This is an optimization exercise on Yosys and OpenROAD, whose aim is small area, a short achievable clock period and few clock cycles, not a production implementation. Function was checked by simulation only, so behaviour that the tests miss may differ from the original.

run D:
// mips54
module mips54(
input clk,
input rst,
output [31:0] pc,
input [31:0] inst,
output [31:0] dmem_addr,
output dmem_we,
output [3:0] dmem_wstrb,
output [31:0] dmem_wdata,
input [31:0] dmem_rdata
);
localparam C_ADD = 0, C_SUB = 1, C_SLT = 2, C_SLTU = 3, C_AND = 4, C_OR = 5,
           C_XOR = 6, C_NOR = 7, C_LUI = 8, C_SLL = 9, C_SRL = 10, C_SRA = 11,
           C_VAR = 12, C_CLZ = 13, C_LINK = 14, C_MFHI = 15, C_MFLO = 16,
           C_MFC0 = 17, C_MTHI = 18, C_MTLO = 19, C_MULT = 20, C_MULTU = 21,
           C_DIV = 22, C_DIVU = 23, C_BEQ = 24, C_BNE = 25, C_BGEZ = 26,
           C_J = 27, C_JR = 28, C_SYSC = 29, C_BRK = 30, C_TEQ = 31,
           C_ERET = 32, C_MTC0 = 33, C_LD = 34, C_ST = 35, C_IMM = 36,
           C_ZIMM = 37, C_RWE = 38, C_SZH = 39, C_SZB = 40, C_LSG = 41,
           C_HL = 42, C_BR = 43, C_AR = 44, C_C0R = 45, NC = 46;
function [NC+4:0] decode(input [31:0] i);    
  reg [5:0] op, fn;
  reg [4:0] rs, rt, rd, dest;
  reg [NC-1:0] c;
  reg rtype, wr_rd, wr_rt;
  begin
    op = i[31:26]; fn = i[5:0]; rs = i[25:21]; rt = i[20:16]; rd = i[15:11];
    rtype = (op == 6'h00);
    c = {NC{1'b0}};
    c[C_ADD]  = (rtype & (fn == 6'h20 | fn == 6'h21)) | op == 6'h08 | op == 6'h09;
    c[C_SUB]  = rtype & (fn == 6'h22 | fn == 6'h23);
    c[C_SLT]  = (rtype & fn == 6'h2a) | op == 6'h0a;
    c[C_SLTU] = (rtype & fn == 6'h2b) | op == 6'h0b;
    c[C_AND]  = (rtype & fn == 6'h24) | op == 6'h0c;
    c[C_OR]   = (rtype & fn == 6'h25) | op == 6'h0d;
  ...
==> flow/config.mk <==
export PLATFORM = sky130hd
export DESIGN_NAME = mips54
export DESIGN_NICKNAME = mips54
export VERILOG_FILES = /design/flow/design.v
export SDC_FILE = /design/flow/constraint.sdc
export NUM_CORES = 8
export LEC_CHECK = 0
export CAP_MARGIN = 20
export CORE_MARGIN = 2
export CORE_UTILIZATION = 40
export SLEW_MARGIN = 20
export SYNTH_HIERARCHICAL = 1
==> flow/constraint.sdc <==
create_clock -name core_clock -period 20.0 [get_ports {clk}]
set_input_delay 4.0000 -clock core_clock [delete_from_list [all_inputs] [get_ports {clk}]]
set_output_delay 4.0000 -clock core_clock [all_outputs]
set_load 0.01 [all_outputs]
standard.sh (not shown) runs the stock make flow with config.mk's settings and CLKGATE_MAP_FILE= SYNTH_SCRIPT=/design/flow/synth_recipe.tcl, a recipe that flattens the netlist after the stock synthesis.
==> flow/flow/run.sh <==
#!/bin/bash
set -euo pipefail
bash standard.sh SETUP_SLACK_MARGIN=14.5 "BUFFER_PORTS_ARGS=-buffer_cell sky130_fd_sc_hd__buf_4" \
  CORE_UTILIZATION=45 PLACE_DENSITY=0.62 CTS_CLUSTER_SIZE=25 CTS_CLUSTER_DIAMETER=60 \
  finish > flow_make.log 2>&1
Finished, but not clean: run D, with antenna rules.
Testbench counts of run D, summed over its fixed seeds: cycles 113,788.
Setup changes, run D to run A
diff --git a/flow/design.v b/flow/design.v
--- a/flow/design.v
+++ b/flow/design.v
@@ -283,21 +283,18 @@
 wire [31:0] pc4 = pc_f + 32'd4;
 wire f_j  = f_c[C_J];
 wire f_sc = f_c[C_SYSC] | f_c[C_BRK];
 wire f_er = f_c[C_ERET] & ~(x_mtc0 | x_sysc | x_brk | x_teq | m_c0w);
 wire f_br = f_c[C_BR];
 wire fr = f_j | f_sc | f_er;
 wire [31:0] f_other = f_j ? {pc4[31:28], inst[25:0], 2'b00} :
                       f_sc ? 32'h00400004 : epc;
-wire f_o = f_j | f_sc | f_er;
-wire [31:0] pc_base;
-pcsel u_psel(.t(target), .h(pc_f), .o(f_other), .q(pc4),
-             .st(redirect), .sh(~redirect & stall), .so(~redirect & ~stall & f_o),
-             .sq(~redirect & ~stall & ~f_o), .y(pc_base));
+wire [31:0] pc_base = redirect ? target : stall ? pc_f :
+                      (f_j | f_sc | f_er) ? f_other : pc4;
 wire sel_bt = ~redirect & ~stall & f_br;
 wire [16:0] f_bl;
 add16c u_badd(.a(pc4[17:2]), .b(inst[15:0]), .s(f_bl));
 wire [13:0] f_ph = pc4[31:18];
 function [13:0] incdec14(input [13:0] x, input dn);    
   integer j;
   reg t;
   begin
@@ -523,21 +520,8 @@
 input [13:0] x0,
 input [17:0] base,
 output [31:0] pn
 );
 assign pn[1:0] = base[1:0];
 assign pn[17:2] = sb ? bl : base[17:2];
 assign pn[31:18] = c ? x1 : x0;
 endmodule
-module pcsel(
-input [31:0] t,
-input [31:0] h,
-input [31:0] o,
-input [31:0] q,
-input st,
-input sh,
-input so,
-input sq,
-output [31:0] y
-);
-assign y = ({32{st}} & t) | ({32{sh}} & h) | ({32{so}} & o) | ({32{sq}} & q);
-endmodule
Notes after the runs:
Comparing run A and run D, the lower hold slack is on run D.
For the logic depth of the worst register-to-register path, run A came in 3 higher than run D did.
On instance area at placement, run A tracks run D almost exactly.
Footprint of the flip-flops and latches: run D vs run A — no meaningful difference
Going from run D to run A, number of instances resized during post-cts repair lost 59; per-cell via count in the routed design neither gained nor lost much; non-filler instance count after layout lost about 1%; die area neither gained nor lost much; adder and majority cell fraction of the synthesized area neither gained nor lost much.
Changes observed in run A relative to run D: fill cell total of the finished layout barely changed, final non-filler cell area dropped about 0.54%.
Run A closes out successfully: all stages finished, all timing, DRC and antenna checks passed.
The endpoint of the most critical setup path comes out m_ar[30]$_DFF_P_ in one run and pc[3] in the other, namely in run A and run D respectively.
Testbench counts of run A, summed over its fixed seeds: cycles 113,788.

Setup of the reference run:
RTL: one of the versions met above, not the one the previous note started from.
Size: about 12000 cells after synthesis, ~170 I/O pins.
// mips54
module mips54(
input clk,
input rst,
output [31:0] pc,
input [31:0] inst,
output [31:0] dmem_addr,
output dmem_we,
output [3:0] dmem_wstrb,
output [31:0] dmem_wdata,
input [31:0] dmem_rdata
);
localparam C_ADD = 0, C_SUB = 1, C_SLT = 2, C_SLTU = 3, C_AND = 4, C_OR = 5,
           C_XOR = 6, C_NOR = 7, C_LUI = 8, C_SLL = 9, C_SRL = 10, C_SRA = 11,
           C_VAR = 12, C_CLZ = 13, C_LINK = 14, C_MFHI = 15, C_MFLO = 16,
           C_MFC0 = 17, C_MTHI = 18, C_MTLO = 19, C_MULT = 20, C_MULTU = 21,
           C_DIV = 22, C_DIVU = 23, C_BEQ = 24, C_BNE = 25, C_BGEZ = 26,
           C_J = 27, C_JR = 28, C_SYSC = 29, C_BRK = 30, C_TEQ = 31,
           C_ERET = 32, C_MTC0 = 33, C_LD = 34, C_ST = 35, C_IMM = 36,
           C_ZIMM = 37, C_RWE = 38, C_SZH = 39, C_SZB = 40, C_LSG = 41,
           C_HL = 42, C_BR = 43, C_AR = 44, C_C0R = 45, NC = 46;
function [NC+4:0] decode(input [31:0] i);    
  reg [5:0] op, fn;
  reg [4:0] rs, rt, rd, dest;
  reg [NC-1:0] c;
  reg rtype, wr_rd, wr_rt;
  begin
    op = i[31:26]; fn = i[5:0]; rs = i[25:21]; rt = i[20:16]; rd = i[15:11];
    rtype = (op == 6'h00);
    c = {NC{1'b0}};
    c[C_ADD]  = (rtype & (fn == 6'h20 | fn == 6'h21)) | op == 6'h08 | op == 6'h09;
    c[C_SUB]  = rtype & (fn == 6'h22 | fn == 6'h23);
    c[C_SLT]  = (rtype & fn == 6'h2a) | op == 6'h0a;
    c[C_SLTU] = (rtype & fn == 6'h2b) | op == 6'h0b;
    c[C_AND]  = (rtype & fn == 6'h24) | op == 6'h0c;
    c[C_OR]   = (rtype & fn == 6'h25) | op == 6'h0d;
    c[C_XOR]  = (rtype & fn == 6'h26) | op == 6'h0e;
    c[C_NOR]  = rtype & fn == 6'h27;
    c[C_LUI]  = op == 6'h0f;
    c[C_SLL]  = rtype & (fn == 6'h00 | fn == 6'h04);
  ...
==> flow/config.mk <==
export PLATFORM = sky130hd
export DESIGN_NAME = mips54
export DESIGN_NICKNAME = mips54
export VERILOG_FILES = /design/flow/design.v
export SDC_FILE = /design/flow/constraint.sdc
export NUM_CORES = 8
export LEC_CHECK = 0
export CAP_MARGIN = 20
export CORE_MARGIN = 2
export CORE_UTILIZATION = 40
export SLEW_MARGIN = 20
export SYNTH_HIERARCHICAL = 1
==> flow/constraint.sdc <==
create_clock -name core_clock -period 20.0 [get_ports {clk}]
set_input_delay 4.0000 -clock core_clock [delete_from_list [all_inputs] [get_ports {clk}]]
set_output_delay 4.0000 -clock core_clock [all_outputs]
set_load 0.01 [all_outputs]
==> flow/flow/run.sh <==
#!/bin/bash
set -euo pipefail
bash standard.sh SETUP_SLACK_MARGIN=14.8 "BUFFER_PORTS_ARGS=-buffer_cell sky130_fd_sc_hd__buf_4" \
  CORE_UTILIZATION=45 PLACE_DENSITY=0.62 CTS_CLUSTER_SIZE=25 CTS_CLUSTER_DIAMETER=60 \
  finish > flow_make.log 2>&1
The flow for the reference run finished, though final verification flagged slew limit.
Testbench counts of the reference run, summed over its fixed seeds: cycles 113,788.
### the reference run -> the trial run
--- a/flow/design.v
+++ b/flow/design.v
@@ -191,19 +191,20 @@
         gn[j] = g[j] | (p[j] & g[j-lv]);
         pn[j] = p[j] & p[j-lv];
       end
       g = gn; p = pn;
     end
     ksadd = {g[31], (a ^ b) ^ {g[30:0], ci}};
   end
 endfunction
-wire [32:0] sum_c = ksadd(va, opb, 1'b0);
+wire [32:0] sum_c, dif_c;
+add32 u_add(.a(va), .b(opb), .ci(1'b0), .s(sum_c));
+add32 u_sub(.a(va), .b(~opb), .ci(1'b1), .s(dif_c));
 wire [31:0] sum = sum_c[31:0];
-wire [32:0] dif_c = ksadd(va, ~opb, 1'b1);
 wire [32:0] dif = {~dif_c[32], dif_c[31:0]};
 wire [4:0]  sh_n = x_var ? va[4:0] : ir[10:6];
 wire sh_big = x_var & (|va[31:5]);
 wire [31:0] shl = sh_big ? 32'b0 : (vb << sh_n);
 wire [63:0] shr_x = {{32{x_sra & vb[31]}}, vb} >> sh_n;
 wire [31:0] shr = sh_big ? {32{x_sra & vb[31]}} : shr_x[31:0];
 function [5:0] clz32(input [31:0] x);
   integer j;
@@ -520,8 +521,16 @@
 input [13:0] x0,
 input [17:0] base,
 output [31:0] pn
 );
 assign pn[1:0] = base[1:0];
 assign pn[17:2] = sb ? bl : base[17:2];
 assign pn[31:18] = c ? x1 : x0;
 endmodule
+module add32(
+input [31:0] a,
+input [31:0] b,
+input ci,
+output [32:0] s
+);
+assign s = {1'b0, a} + {1'b0, b} + {32'b0, ci};
+endmodule
Out of the trial run and the reference run, the only run to close with the timing, DRC and antenna checks passing was the trial run.
Status the reference run: flow complete, layout not clean - slew limit
Taking the reference run as the reference point, the worst hold slack of the trial run rises by 0.020 ns.
In the flow results for the trial run and the reference run, the gate count after technology mapping is smaller on the reference run.
Compared with the reference run, in the trial run endpoint required time on the critical path now larger, number of vias per cell now smaller, ratio of final minimum period to clock period now larger, routed wire length now larger.
Looking at routed length on met3, the trial run sits 12 mm lower than the reference run does.
STATUS synthesized area: the trial run loses against the reference run
Testbench counts of the trial run, summed over its fixed seeds: cycles 113,788.

port drivers added, routing unchanged:
How much do the figures lean on ideal ports? The routed layouts below were timed once more, with nothing changed but the port constraints. Step 1 sets driving cells, clkbuf_16 on the clock port and buf_2 on the other inputs (assumed; they add their load-dependent delay and slew). Step 2 also shifts input and output timing later by t, the mid clock arrival at the registers, as if the neighbouring blocks saw the same clock. a / b / c = ideal / step 1 / step 2; a / b = the first two.
run | t, ns | slack for setup (ns) | worst hold slack (ns) | worst register clock-pin slew, ns
run D | 1.070 | 14.291 / 14.179 / 13.391 | 0.375 / 0.375 / 0.375 | 0.11 / 0.11
run A | 1.059 | 14.341 / 14.271 / 13.548 | 0.389 / 0.389 / 0.389 | 0.10 / 0.10
the reference run | 1.073 | 14.356 / 14.250 / 13.564 | 0.406 / 0.406 / 0.406 | 0.10 / 0.10
the trial run | 1.065 | 14.164 / 14.119 / 13.054 | 0.425 / 0.425 / 0.425 | 0.10 / 0.10
The setup slack of the trial run, which loses most, moves by -0.045 ns with the drivers and by -1.110 ns with both steps.
